What follows belongs to an exercise in optimizing a design on an open flow for small area, a short achievable clock period and few clock cycles; a production flow would make more cautious choices. Only simulation tests tie the RTL to the original design; equivalence was not proved.

==> design.v <==
`timescale 1ns/1ps
module mapper #(
  parameter logic signed [15:0] AMP_BPSK = 16'sd32767,  
  parameter logic signed [15:0] AMP_QPSK = 16'sd23170   
)(
  input  logic clk_bb,
  input  logic rst_n,
  input  logic        in_valid,
  output logic        in_ready,
  input  logic [7:0]  in_data,
  input  logic        in_last,
  output logic        out_valid,
  input  logic        out_ready,
  output logic [31:0] out_data,    
  output logic        out_last,
  input  logic        cfg_qpsk,     
  input  logic        cfg_bypass    
);
  typedef logic signed [15:0] iq_comp_t;
  logic ctrl_enable;
  logic ctrl_bypass;
  logic eff_qpsk;   
  assign ctrl_enable = 1'b1;
  assign ctrl_bypass = cfg_bypass;
  assign eff_qpsk    = cfg_qpsk;
  logic [7:0] bit_buf;
  logic [3:0] bits_avail;      
  logic       last_pending;    
  iq_comp_t   hold_I, hold_Q;
  logic       hold_last, hold_valid;
  logic [1:0] hold_bits_used;
  logic need2;
  logic [1:0] K;
  always_comb begin
    need2 = (ctrl_bypass) ? 1'b0 : eff_qpsk;
    K     = need2 ? 2'd2 : 2'd1;
  end
  assign in_ready  = ctrl_enable & (bits_avail == 4'd0) & (~hold_valid);
  assign out_valid = hold_valid;
  assign out_data  = {hold_I, hold_Q};   
  assign out_last  = hold_last;
  logic     b0, b1;
  iq_comp_t i_tmp, q_tmp;
  always_comb begin
    b0 = bit_buf[0];
    b1 = need2 ? bit_buf[1] : 1'b0;
    if (ctrl_bypass || !eff_qpsk) begin
      i_tmp = (b0 == 1'b0) ? AMP_BPSK : -AMP_BPSK;
      q_tmp = '0;
    end else begin
      case ({b1,b0})  
        2'b00: begin i_tmp =  AMP_QPSK; q_tmp =  AMP_QPSK; end  
        2'b01: begin i_tmp = -AMP_QPSK; q_tmp =  AMP_QPSK; end  
        2'b11: begin i_tmp = -AMP_QPSK; q_tmp = -AMP_QPSK; end  
        default: begin i_tmp =  AMP_QPSK; q_tmp = -AMP_QPSK; end  
      endcase
    end
  end
  always_ff @(posedge clk_bb or negedge rst_n) begin
    if (!rst_n) begin
      bit_buf        <= '0;
      bits_avail     <= 4'd0;
      last_pending   <= 1'b0;
      hold_I         <= '0;
      hold_Q         <= '0;
      hold_last      <= 1'b0;
      hold_valid     <= 1'b0;
      hold_bits_used <= 2'd0;
    end else begin
      if (in_valid && in_ready) begin
        bit_buf      <= in_data;    
        bits_avail   <= 4'd8;
        last_pending <= in_last;
      end
      if (!hold_valid && ctrl_enable && (bits_avail >= K)) begin
        hold_I         <= i_tmp;
        hold_Q         <= q_tmp;
        hold_bits_used <= K;
        hold_last      <= (last_pending && (bits_avail == K));
        hold_valid     <= 1'b1;
      end
      if (hold_valid && out_ready) begin
        hold_valid  <= 1'b0;
        bit_buf     <= bit_buf >> hold_bits_used;
        bits_avail  <= bits_avail - hold_bits_used;
        if (hold_last) last_pending <= 1'b0;
      end
    end
  end
endmodule
`timescale 1ns/1ps
module diff_encoder #(
  parameter logic signed [15:0] ONE_Q15 = 16'sd32767    
)(
  input  logic clk_bb,
  input  logic rst_n,
  input  logic        in_valid,
  output logic        in_ready,
  input  logic [31:0] in_data,      
  input  logic        in_last,
  output logic        out_valid,
  input  logic        out_ready,
  output logic [31:0] out_data,     
  output logic        out_last,
  input  logic        cfg_dqpsk     
);
  typedef logic signed [15:0] iq16_t;
  typedef logic signed [31:0] i32_t;
  typedef logic signed [32:0] i33_t;
  localparam i33_t ROUND_CONST = 33'sd16384;   
  logic ctrl_enable;
  assign ctrl_enable = 1'b1;
  logic eff_dqpsk;
  always_comb begin
    eff_dqpsk = cfg_dqpsk;
  end
  iq16_t prev_I;
  iq16_t prev_Q;
  iq16_t in_I_raw;
  iq16_t in_Q_raw;
  iq16_t inc_I;      
  iq16_t inc_Q;
  assign in_I_raw = in_data[31:16];
  assign in_Q_raw = in_data[15:0];
  always_comb begin
    if (eff_dqpsk) begin
      inc_I = in_I_raw;
      inc_Q = in_Q_raw;
    end else begin
      inc_I = in_I_raw[15] ? -ONE_Q15 : ONE_Q15;
      inc_Q = 16'sd0;
    end
  end
  logic inc_is_p1, inc_is_m1, inc_is_pj, inc_is_mj;
  always_comb begin
    inc_is_p1 = (inc_I ==  ONE_Q15) && (inc_Q == 16'sd0);
    inc_is_m1 = (inc_I == -ONE_Q15) && (inc_Q == 16'sd0);
    inc_is_pj = (inc_I == 16'sd0)    && (inc_Q ==  ONE_Q15);
    inc_is_mj = (inc_I == 16'sd0)    && (inc_Q == -ONE_Q15);
  end
  i32_t p_re_re;
  i32_t p_im_im;
  i32_t p_re_im;
  i32_t p_im_re;
  i33_t acc_re;
  i33_t acc_im;
  i33_t acc_re_rnd;
  i33_t acc_im_rnd;
  logic signed [16:0] out_re_17;
  logic signed [16:0] out_im_17;
  iq16_t calc_out_I_generic;
  iq16_t calc_out_Q_generic;
  always_comb begin
    p_re_re = $signed(prev_I) * $signed(inc_I);
    p_im_im = $signed(prev_Q) * $signed(inc_Q);
    p_re_im = $signed(prev_I) * $signed(inc_Q);
    p_im_re = $signed(prev_Q) * $signed(inc_I);
    acc_re = $signed(p_re_re) - $signed(p_im_im);   
    acc_im = $signed(p_re_im) + $signed(p_im_re);
    acc_re_rnd = acc_re + (acc_re[32] ? -ROUND_CONST : ROUND_CONST);
    acc_im_rnd = acc_im + (acc_im[32] ? -ROUND_CONST : ROUND_CONST);
    out_re_17 = acc_re_rnd >>> 15;   
    out_im_17 = acc_im_rnd >>> 15;
    if (out_re_17 > 17'sd32767) calc_out_I_generic = 16'sd32767;
    else if (out_re_17 < -17'sd32768) calc_out_I_generic = -16'sd32768;
    else calc_out_I_generic = out_re_17[15:0];
    if (out_im_17 > 17'sd32767) calc_out_Q_generic = 16'sd32767;
    else if (out_im_17 < -17'sd32768) calc_out_Q_generic = -16'sd32768;
    else calc_out_Q_generic = out_im_17[15:0];
  end
  iq16_t calc_out_I_fast;
  iq16_t calc_out_Q_fast;
  logic  use_fast;
  always_comb begin
    use_fast = (inc_is_p1 | inc_is_m1 | inc_is_pj | inc_is_mj);
    calc_out_I_fast = prev_I;
    calc_out_Q_fast = prev_Q;
    if (inc_is_p1) begin
      calc_out_I_fast = prev_I;
      calc_out_Q_fast = prev_Q;
    end else if (inc_is_m1) begin
      calc_out_I_fast = -prev_I;
      calc_out_Q_fast = -prev_Q;
    end else if (inc_is_pj) begin
      calc_out_I_fast = -prev_Q;
      calc_out_Q_fast =  prev_I;
    end else if (inc_is_mj) begin
      calc_out_I_fast =  prev_Q;
      calc_out_Q_fast = -prev_I;
    end
  end
  iq16_t hold_I;
  iq16_t hold_Q;
  logic  hold_last;
  logic  hold_valid;
  assign in_ready  = ctrl_enable & (~hold_valid);
  assign out_valid = hold_valid;
  assign out_data  = {hold_I, hold_Q};
  assign out_last  = hold_last;
  always_ff @(posedge clk_bb or negedge rst_n) begin
    if (!rst_n) begin
      prev_I      <= ONE_Q15;   
      prev_Q      <= 16'sd0;
      hold_I      <= '0;
      hold_Q      <= '0;
      hold_last   <= 1'b0;
      hold_valid  <= 1'b0;
    end else begin
      if (in_valid && in_ready) begin
        if (use_fast) begin
          hold_I <= calc_out_I_fast;
          hold_Q <= calc_out_Q_fast;
        end else begin
          hold_I <= calc_out_I_generic;
          hold_Q <= calc_out_Q_generic;
        end
        hold_last  <= in_last;
        hold_valid <= 1'b1;
      end
      if (hold_valid && out_ready) begin
        hold_valid <= 1'b0;
        prev_I     <= hold_I;
        prev_Q     <= hold_Q;
      end
    end
  end
endmodule
`timescale 1ns/1ps
module diff_decoder #(
  parameter logic signed [15:0] ONE_Q15 = 16'sd32767    
)(
  input  logic clk_bb,
  input  logic rst_n,
  input  logic        in_valid,
  output logic        in_ready,
  input  logic [31:0] in_data,      
  input  logic        in_last,
  output logic        out_valid,
  input  logic        out_ready,
  output logic [31:0] out_data,     
  output logic        out_last
);
  typedef logic signed [15:0] iq16_t;
  typedef logic signed [31:0] i32_t;
  typedef logic signed [32:0] i33_t;
  localparam i33_t ROUND_CONST = 33'sd16384;  
  logic ctrl_enable;
  assign ctrl_enable = 1'b1;
  iq16_t prev_I;
  iq16_t prev_Q;
  iq16_t y_I_in;
  iq16_t y_Q_in;
  assign y_I_in = in_data[31:16];
  assign y_Q_in = in_data[15:0];
  logic y_is_p1, y_is_m1, y_is_pj, y_is_mj;
  always_comb begin
    y_is_p1 = (y_I_in ==  ONE_Q15) && (y_Q_in == 16'sd0);
    y_is_m1 = (y_I_in == -ONE_Q15) && (y_Q_in == 16'sd0);
    y_is_pj = (y_I_in == 16'sd0)    && (y_Q_in ==  ONE_Q15);
    y_is_mj = (y_I_in == 16'sd0)    && (y_Q_in == -ONE_Q15);
  end
  i32_t p_yI_prevI;
  i32_t p_yQ_prevQ;
  i32_t p_yQ_prevI;
  i32_t p_yI_prevQ;
  i33_t acc_re;
  i33_t acc_im;
  i33_t acc_re_rnd;
  i33_t acc_im_rnd;
  logic signed [16:0] d_re_17;
  logic signed [16:0] d_im_17;
  iq16_t d_I_generic;
  iq16_t d_Q_generic;
  always_comb begin
    p_yI_prevI = $signed(y_I_in) * $signed(prev_I);
    p_yQ_prevQ = $signed(y_Q_in) * $signed(prev_Q);
    p_yQ_prevI = $signed(y_Q_in) * $signed(prev_I);
    p_yI_prevQ = $signed(y_I_in) * $signed(prev_Q);
    acc_re = $signed(p_yI_prevI) + $signed(p_yQ_prevQ);
    acc_im = $signed(p_yQ_prevI) - $signed(p_yI_prevQ);
    acc_re_rnd = acc_re + (acc_re[32] ? -ROUND_CONST : ROUND_CONST);
    acc_im_rnd = acc_im + (acc_im[32] ? -ROUND_CONST : ROUND_CONST);
    d_re_17 = acc_re_rnd >>> 15;
    d_im_17 = acc_im_rnd >>> 15;
    if (d_re_17 > 17'sd32767)       d_I_generic = 16'sd32767;
    else if (d_re_17 < -17'sd32768) d_I_generic = -16'sd32768;
    else                            d_I_generic = d_re_17[15:0];
    if (d_im_17 > 17'sd32767)       d_Q_generic = 16'sd32767;
    else if (d_im_17 < -17'sd32768) d_Q_generic = -16'sd32768;
    else                            d_Q_generic = d_im_17[15:0];
  end
  iq16_t d_I_fast;
  iq16_t d_Q_fast;
  logic  use_fast;
  always_comb begin
    use_fast = (y_is_p1 | y_is_m1 | y_is_pj | y_is_mj);
    d_I_fast = prev_I;  
    d_Q_fast = prev_Q;
    if (y_is_p1) begin
      d_I_fast =  prev_I;
      d_Q_fast = -prev_Q;
    end else if (y_is_m1) begin
      d_I_fast = -prev_I;
      d_Q_fast =  prev_Q;
    end else if (y_is_pj) begin
      d_I_fast =  prev_Q;
      d_Q_fast =  prev_I;
    end else if (y_is_mj) begin
      d_I_fast = -prev_Q;
      d_Q_fast = -prev_I;
    end
  end
  iq16_t hold_I;
  iq16_t hold_Q;
  logic  hold_last;
  logic  hold_valid;
  iq16_t latched_yI;
  iq16_t latched_yQ;
  assign in_ready  = ctrl_enable & (~hold_valid);
  assign out_valid = hold_valid;
  assign out_data  = {hold_I, hold_Q};
  assign out_last  = hold_last;
  always_ff @(posedge clk_bb or negedge rst_n) begin
    if (!rst_n) begin
      prev_I      <= ONE_Q15;   
      prev_Q      <= 16'sd0;
      hold_I      <= '0;
      hold_Q      <= '0;
      hold_last   <= 1'b0;
      hold_valid  <= 1'b0;
      latched_yI  <= 16'sd0;
      latched_yQ  <= 16'sd0;
    end else begin
      if (in_valid && in_ready) begin
        if (use_fast) begin
          hold_I <= d_I_fast;
          hold_Q <= d_Q_fast;
        end else begin
          hold_I <= d_I_generic;
          hold_Q <= d_Q_generic;
        end
        hold_last  <= in_last;
        hold_valid <= 1'b1;
        latched_yI <= y_I_in;
        latched_yQ <= y_Q_in;
      end
      if (hold_valid && out_ready) begin
        hold_valid <= 1'b0;
        prev_I     <= latched_yI;
        prev_Q     <= latched_yQ;
      end
    end
  end
endmodule
`timescale 1ns/1ps
module slicer (
  input  logic clk_bb,
  input  logic rst_n,
  input  logic        in_valid,
  output logic        in_ready,
  input  logic [31:0] in_data,      
  input  logic        in_last,
  output logic        out_valid,
  input  logic        out_ready,
  output logic [7:0]  out_data,
  output logic        out_last,
  input  logic        cfg_qpsk,     
  input  logic        cfg_bypass    
);
  logic        ctrl_enable;
  logic        ctrl_bypass;
  assign ctrl_enable = 1'b1;
  assign ctrl_bypass = cfg_bypass;
  logic       eff_qpsk;
  logic       need2;
  logic [1:0] K;
  always_comb begin
    eff_qpsk = cfg_qpsk;
    need2    = (~ctrl_bypass) & eff_qpsk;  
    K        = need2 ? 2'd2 : 2'd1;
  end
  logic signed [15:0] I_in;
  logic signed [15:0] Q_in;
  logic               calc_b0;
  logic               calc_b1;
  assign I_in = in_data[31:16];
  assign Q_in = in_data[15:0];
  always_comb begin
    calc_b0 = I_in[15];                
    calc_b1 = need2 ? Q_in[15] : 1'b0;
  end
  logic [7:0] byte_buf;
  logic [3:0] bits_filled;             
  logic [3:0] sum_bits;
  logic       would_make_full;
  logic       pipeline_blocked;
  logic [7:0] next_byte_fill;
  logic       frame_last_pending;
  logic       this_last_for_byte;
  always_comb begin
    sum_bits         = bits_filled + K;
    would_make_full  = (sum_bits == 4'd8);
    pipeline_blocked = (out_valid & ~out_ready);
    next_byte_fill   = byte_buf;
    next_byte_fill[bits_filled[2:0]] = calc_b0;
    if (need2) next_byte_fill[bits_filled[2:0] + 3'd1] = calc_b1;
    this_last_for_byte = would_make_full & (in_last | frame_last_pending);
  end
  assign in_ready = ctrl_enable &
                    ( (sum_bits < 4'd8) | ( (sum_bits == 4'd8) & ~pipeline_blocked ) );
  always_ff @(posedge clk_bb or negedge rst_n) begin
    if (!rst_n) begin
      byte_buf            <= 8'h00;
      bits_filled         <= 4'd0;
      frame_last_pending  <= 1'b0;
      out_valid           <= 1'b0;
      out_data            <= 8'h00;
      out_last            <= 1'b0;
    end else begin
      if (out_valid && out_ready) begin
        out_valid  <= 1'b0;
      end
      if (in_valid && in_ready) begin
        if (in_last) frame_last_pending <= 1'b1;
        if (would_make_full) begin
          out_data            <= next_byte_fill;
          out_valid           <= 1'b1;
          out_last            <= this_last_for_byte;
          byte_buf            <= 8'h00;
          bits_filled         <= 4'd0;
          frame_last_pending  <= 1'b0;  
        end else begin
          byte_buf    <= next_byte_fill;
          bits_filled <= bits_filled + K;
        end
      end
    end
  end
endmodule
`timescale 1ns/1ps
module dpsk_modem (
  input  logic        clk,
  input  logic        rst_n,
  input  logic        cfg_qpsk,      
  input  logic        cfg_bypass,    
  input  logic        tx_in_valid,
  output logic        tx_in_ready,
  input  logic [7:0]  tx_in_data,
  input  logic        tx_in_last,
  output logic        tx_out_valid,
  input  logic        tx_out_ready,
  output logic [31:0] tx_out_data,
  output logic        tx_out_last,
  input  logic        rx_in_valid,
  output logic        rx_in_ready,
  input  logic [31:0] rx_in_data,
  input  logic        rx_in_last,
  output logic        rx_out_valid,
  input  logic        rx_out_ready,
  output logic [7:0]  rx_out_data,
  output logic        rx_out_last
);
  logic        map_valid, map_ready, map_last;
  logic [31:0] map_data;
  mapper u_mapper (
    .clk_bb    (clk),
    .rst_n     (rst_n),
    .in_valid  (tx_in_valid),
    .in_ready  (tx_in_ready),
    .in_data   (tx_in_data),
    .in_last   (tx_in_last),
    .out_valid (map_valid),
    .out_ready (map_ready),
    .out_data  (map_data),
    .out_last  (map_last),
    .cfg_qpsk  (cfg_qpsk),
    .cfg_bypass(cfg_bypass)
  );
  diff_encoder u_denc (
    .clk_bb    (clk),
    .rst_n     (rst_n),
    .in_valid  (map_valid),
    .in_ready  (map_ready),
    .in_data   (map_data),
    .in_last   (map_last),
    .out_valid (tx_out_valid),
    .out_ready (tx_out_ready),
    .out_data  (tx_out_data),
    .out_last  (tx_out_last),
    .cfg_dqpsk (cfg_qpsk)
  );
  logic        dd_valid, dd_ready, dd_last;
  logic [31:0] dd_data;
  diff_decoder u_ddec (
    .clk_bb    (clk),
    .rst_n     (rst_n),
    .in_valid  (rx_in_valid),
    .in_ready  (rx_in_ready),
    .in_data   (rx_in_data),
    .in_last   (rx_in_last),
    .out_valid (dd_valid),
    .out_ready (dd_ready),
    .out_data  (dd_data),
    .out_last  (dd_last)
  );
  slicer u_slicer (
    .clk_bb    (clk),
    .rst_n     (rst_n),
    .in_valid  (dd_valid),
    .in_ready  (dd_ready),
    .in_data   (dd_data),
    .in_last   (dd_last),
    .out_valid (rx_out_valid),
    .out_ready (rx_out_ready),
    .out_data  (rx_out_data),
    .out_last  (rx_out_last),
    .cfg_qpsk  (cfg_qpsk),
    .cfg_bypass(cfg_bypass)
  );
endmodule
==> run.sh <==
#!/bin/bash
# synth_recipe.tcl (not shown) runs the flow's synth.tcl, then flattens the netlist and writes it again
# the make line also repeats each setting of config.mk as NAME=value (left out here)
make -C /OpenROAD-flow-scripts/flow DESIGN_CONFIG=/design/flow/config.mk WORK_HOME=/design/flow/orfs CLKGATE_MAP_FILE= SYNTH_SCRIPT=/design/flow/synth_recipe.tcl finish
==> config.mk <==
export PLATFORM = sky130hd
export DESIGN_NAME = dpsk_modem
export DESIGN_NICKNAME = dpsk_modem
export VERILOG_FILES = /design/flow/design.v
export SDC_FILE = /design/flow/constraint.sdc
export NUM_CORES = 4
export LEC_CHECK = 0
export CAP_MARGIN = 20
export CORE_MARGIN = 2
export CORE_UTILIZATION = 40
export SLEW_MARGIN = 20
==> constraint.sdc <==
create_clock -name core_clock -period 14.0 [get_ports {clk}]
set_input_delay 2.8000 -clock core_clock [delete_from_list [all_inputs] [get_ports {clk}]]
set_output_delay 2.8000 -clock core_clock [all_outputs]
set_load 0.01 [all_outputs]
==> summary.txt <==
synthesized area per cell 9.78 µm²; Crit Path Category input pin to flop; DP Wirelength 190000 µm; CTS H-tree lvls 4; highest clock rate 0.0745 GHz; largest net degree at the start of global routing 68; mapped cell area 0.0833 mm²; CP required 14.47 ns; number of global-route vias before repair 63032; initial antenna violation count 8; Port Buffers 95; I/O Pins 96; endpoints failing setup 0; FILL cells 19984; Tcrit/Tclk final 95.9%; minimum clock period after layout 13.43 ns; total CTS buffers 17; setup tns final 0 ns; Unique masters post-synth 85; Setup crit end kind flop; gr ovfl total 0; vias per std cell 4.96; final WL 224000 µm; gr usage total 22.5%; Post-synth EDFFs 0; post-route ant nets 0; outcome no timing/DRC/antenna violations; Worst-Margin Slew 1.13 ns; final net count 11456; Synthesized Nets 11491; core area 0.207 mm²; Crit Path Max Fanout 20; sequential fraction of the synthesis area 5.45%; Reg area 0.00454 mm²; share of cells above drive strength 1 5.01%; worst hold path class flop to flop; crit path launch type input pin; wire per inst 19.8 µm; Iteration-0 DRC Markers 3575; RSZ-0062 raised after global routing no; DRC 0; clock root buffer clkbuf_16; CTS tree done; die extent in y 460 µm; vias post-DR 56031; Area Growth Syn to Fin 6.60%; final hold violations 0; clock skew 0.0320 ns; Clock Latency Late Sink 0.57 ns; FF+latch count, synth 180; Non-Filler Instances 11294; multi-input gate area in the final layout 0.0683 mm²; WP data arrival 13.90 ns; Die Width 460 µm; clk slew on worst S/H paths 0.10 ns; slew margin rel. 24.9%; CP dominant cell by count fa_1; cells after synthesis 8525; CTS sink cnt 180; global-route wire length before repair 367000 µm; Max Cap Viol 0; DIE AREA 0.212 mm²; Placer Congestion 0.959; Ys Warns 4; Worst path slowest cell clkdlybuf4s50_1; Hold WS 0.452 ns; placed cell count 11257; First-pass DRT Iterations 5; Slew Viols, Final 0; Synth Flop Type dfrtp_1; max incr delay on CP 0.66 ns; FP Rows 167; Async SR Flop Fraction 100%; Initial Util 40.3%; clk buf depth 2
==> layer usage <==
metal	vias up	share of wire, %	GRT usage [%]	wire [µm]
met1	29502	44	31.8	97400
met2	1707	47	36.3	106000
met4	6	2.5	5.35	5610
met5	-	0.013	0	29
met3	278	6.5	3.57	14700
li1	24538	-	-	-
==> logic make-up (layout without fill, tap and decap cells) <==
kind of cell             count (synthesis)  in the layout  share of synthesized area (%)
XOR/XNOR                               237            237                           2.59
adder cells (fa/ha/maj)               2916           2916                           63.8
AO/OA/AOI/OAI                          486            486                           3.80
AND/OR/NAND/NOR                       1767           1767                           10.1
other                                    0              3                              0
buffers and inverters                 2826           2804                           12.8
flip-flops                             180            180                           5.45
multiplexers                           113            113                           1.51
==> area by class of cell <==
class,count,share of cell area [%]
diodes,3,0.00845
clock buffers,18,0.483
clock inverters,14,0.192
inverters,2470,10.4
multi-input cells,5519,76.9
flip-flops and latches,180,5.11
well taps,2788,3.93
repair buffers,302,2.98
==> critical path, delay by kind of cell <==
kind / cells / cell delay, ns
xor gates and xnor gates: 3 / 0.71
buffers and inverters: 9 / 1.78
and+or+nand+nor: 2 / 0.23
AOI/OAI and AO/OA: 16 / 3.94
adders and majority gates: 10 / 4.38
==> per-stage QoR <==
| step | util [%] | cell area, µm² | worst slack, ns |
|---|---|---|---|
| 4_1_cts | 42.9 | 88800 | 0.0314 |
| 5_1_grt | 42.9 | 88800 | 0.00320 |
| 3_3_place_gp | 42.6 | 88100 | -0.844 |
| 6_report | 42.9 | 88800 | 0.569 |
| 2_1_floorplan | - | 83400 | 0.0216 |
| 3_5_place_dp | 42.6 | 88100 | -0.997 |
==> synthesized netlist by cell type, types with 9 or more instances <==
library cell | instances | share of area, %
and2_1 | 401 | 3.0
o22ai_1 | 21 | 0.16
xnor2_1 | 163 | 1.7
clkbuf_1 | 342 | 1.5
ha_1 | 688 | 10
nand2_1 | 873 | 3.9
inv_1 | 2466 | 11
a21o_1 | 53 | 0.48
dfrtp_1 | 150 | 4.5
nand3_1 | 26 | 0.16
a211oi_1 | 12 | 0.11
and3_1 | 48 | 0.36
mux2i_1 | 12 | 0.14
xor2_1 | 68 | 0.71
nor3_1 | 37 | 0.22
a22oi_1 | 14 | 0.13
o21a_1 | 22 | 0.20
a21oi_1 | 125 | 0.75
or3_1 | 9 | 0.068
nand2b_1 | 78 | 0.59
mux2_2 | 101 | 1.4
nor2_1 | 185 | 0.83
a31oi_1 | 21 | 0.16
nor4_1 | 18 | 0.14
nor2b_1 | 30 | 0.23
o21ai_0 | 99 | 0.59
o22a_1 | 12 | 0.13
dfstp_2 | 30 | 0.95
o21bai_1 | 14 | 0.13
nand4_1 | 27 | 0.20
fa_1 | 2228 | 54
o31ai_1 | 10 | 0.090
==> path summary, 6_finish.rpt <==
check	from	endpoint	slack (ns)	cells after the start
worst min register to register	u_mapper.hold_last	u_mapper.last_pending	0.45	1
worst max register to register	u_mapper.hold_I[15]	u_denc.hold_I[4]	2.36	48
worst max-delay path	rx_in_data[20]	u_ddec.hold_Q[15]	0.57	40
min in group asynchronous	rst_n	u_ddec.prev_Q[13]	2.24	1
max in group asynchronous	rst_n	u_mapper.bit_buf[7]	10.22	2
worst min-delay path	u_mapper.hold_last	u_mapper.last_pending	0.45	1
==> what timing repair did <==
item                                    in CTS  in global routing
pin swaps                                    1                  2
resized for setup                            2                 22
hold buffers                                 0                  0
endpoints found under the setup margin       1                 16
buffers inserted                             1                  1
==> sequential cells by signal (all words and copies together) (netlist names), 2 cells and up <==
name                     cells
u_ddec.prev_I               16
u_denc.hold_I               16
u_denc.hold_Q               16
u_slicer.out_data            8
u_mapper.hold_bits_used      2
u_ddec.latched_yQ           16
u_mapper.bit_buf             8
u_denc.prev_I               16
u_ddec.latched_yI           16
u_mapper.hold_Q              2
u_denc.prev_Q               16
u_slicer.bits_filled         4
u_mapper.hold_I              4
u_mapper.bits_avail          4
u_slicer.byte_buf            8
u_ddec.prev_Q               16
==> cells in the final DEF, fill, tap and decap left out, types with 10 or more instances in the layout <==
master | netlist | layout
nor3_1 | 37 | 37
nor2_1 | 185 | 184
o21a_1 | 22 | 22
o22a_1 | 12 | 12
nand4_1 | 27 | 27
nor4_1 | 18 | 18
buf_12 | 0 | 11
dfstp_2 | 30 | 30
clkdlybuf4s50_1 | 0 | 78
a211oi_1 | 12 | 11
xor2_1 | 68 | 68
and3_1 | 48 | 48
buf_4 | 0 | 191
clkbuf_16 | 0 | 17
ha_1 | 688 | 688
mux2_2 | 101 | 101
dfrtp_1 | 150 | 150
nor2b_1 | 30 | 30
and2_1 | 401 | 401
o21bai_1 | 14 | 14
inv_1 | 2466 | 2465
xnor2_1 | 163 | 159
a31oi_1 | 21 | 20
nand3_1 | 26 | 26
nand2b_1 | 78 | 78
fa_1 | 2228 | 2228
o21ai_0 | 99 | 96
o31ai_1 | 10 | 10
a21o_1 | 53 | 53
nand2_1 | 873 | 870
a22oi_1 | 14 | 14
o22ai_1 | 21 | 21
mux2i_1 | 12 | 12
a21oi_1 | 125 | 124
Testbench counts, summed over its fixed seeds: cycles 5,104.

static timing again, ports no longer ideal:
In the flow no input, the clock included, has a driving cell. The finished layout below was timed again as built, in two steps.
Step 1 sets driving cells, clkbuf_16 on the clock port and buf_2 on the other inputs (assumed; they add their load-dependent delay and slew).
Step 2 moves the port delays by t, midway between the first and last clock arrival at a register: inputs arrive t later, outputs are due t later. That takes back most of the time a late clock gives input paths.
a / b / c = no drivers / after step 1 / after step 2; a / b = the first two.
t (ns): 0.629
slack for setup (ns): 0.569 / 0.574 / -0.055
worst setup path after step 2: input to register
clock arrival spread, ns: 0.032 / 0.032
With both steps, setup timing fails in this run, where it was met with ideal ports. For this run, drivers alone change the setup slack by +0.005 ns; drivers and shift together by -0.624 ns.
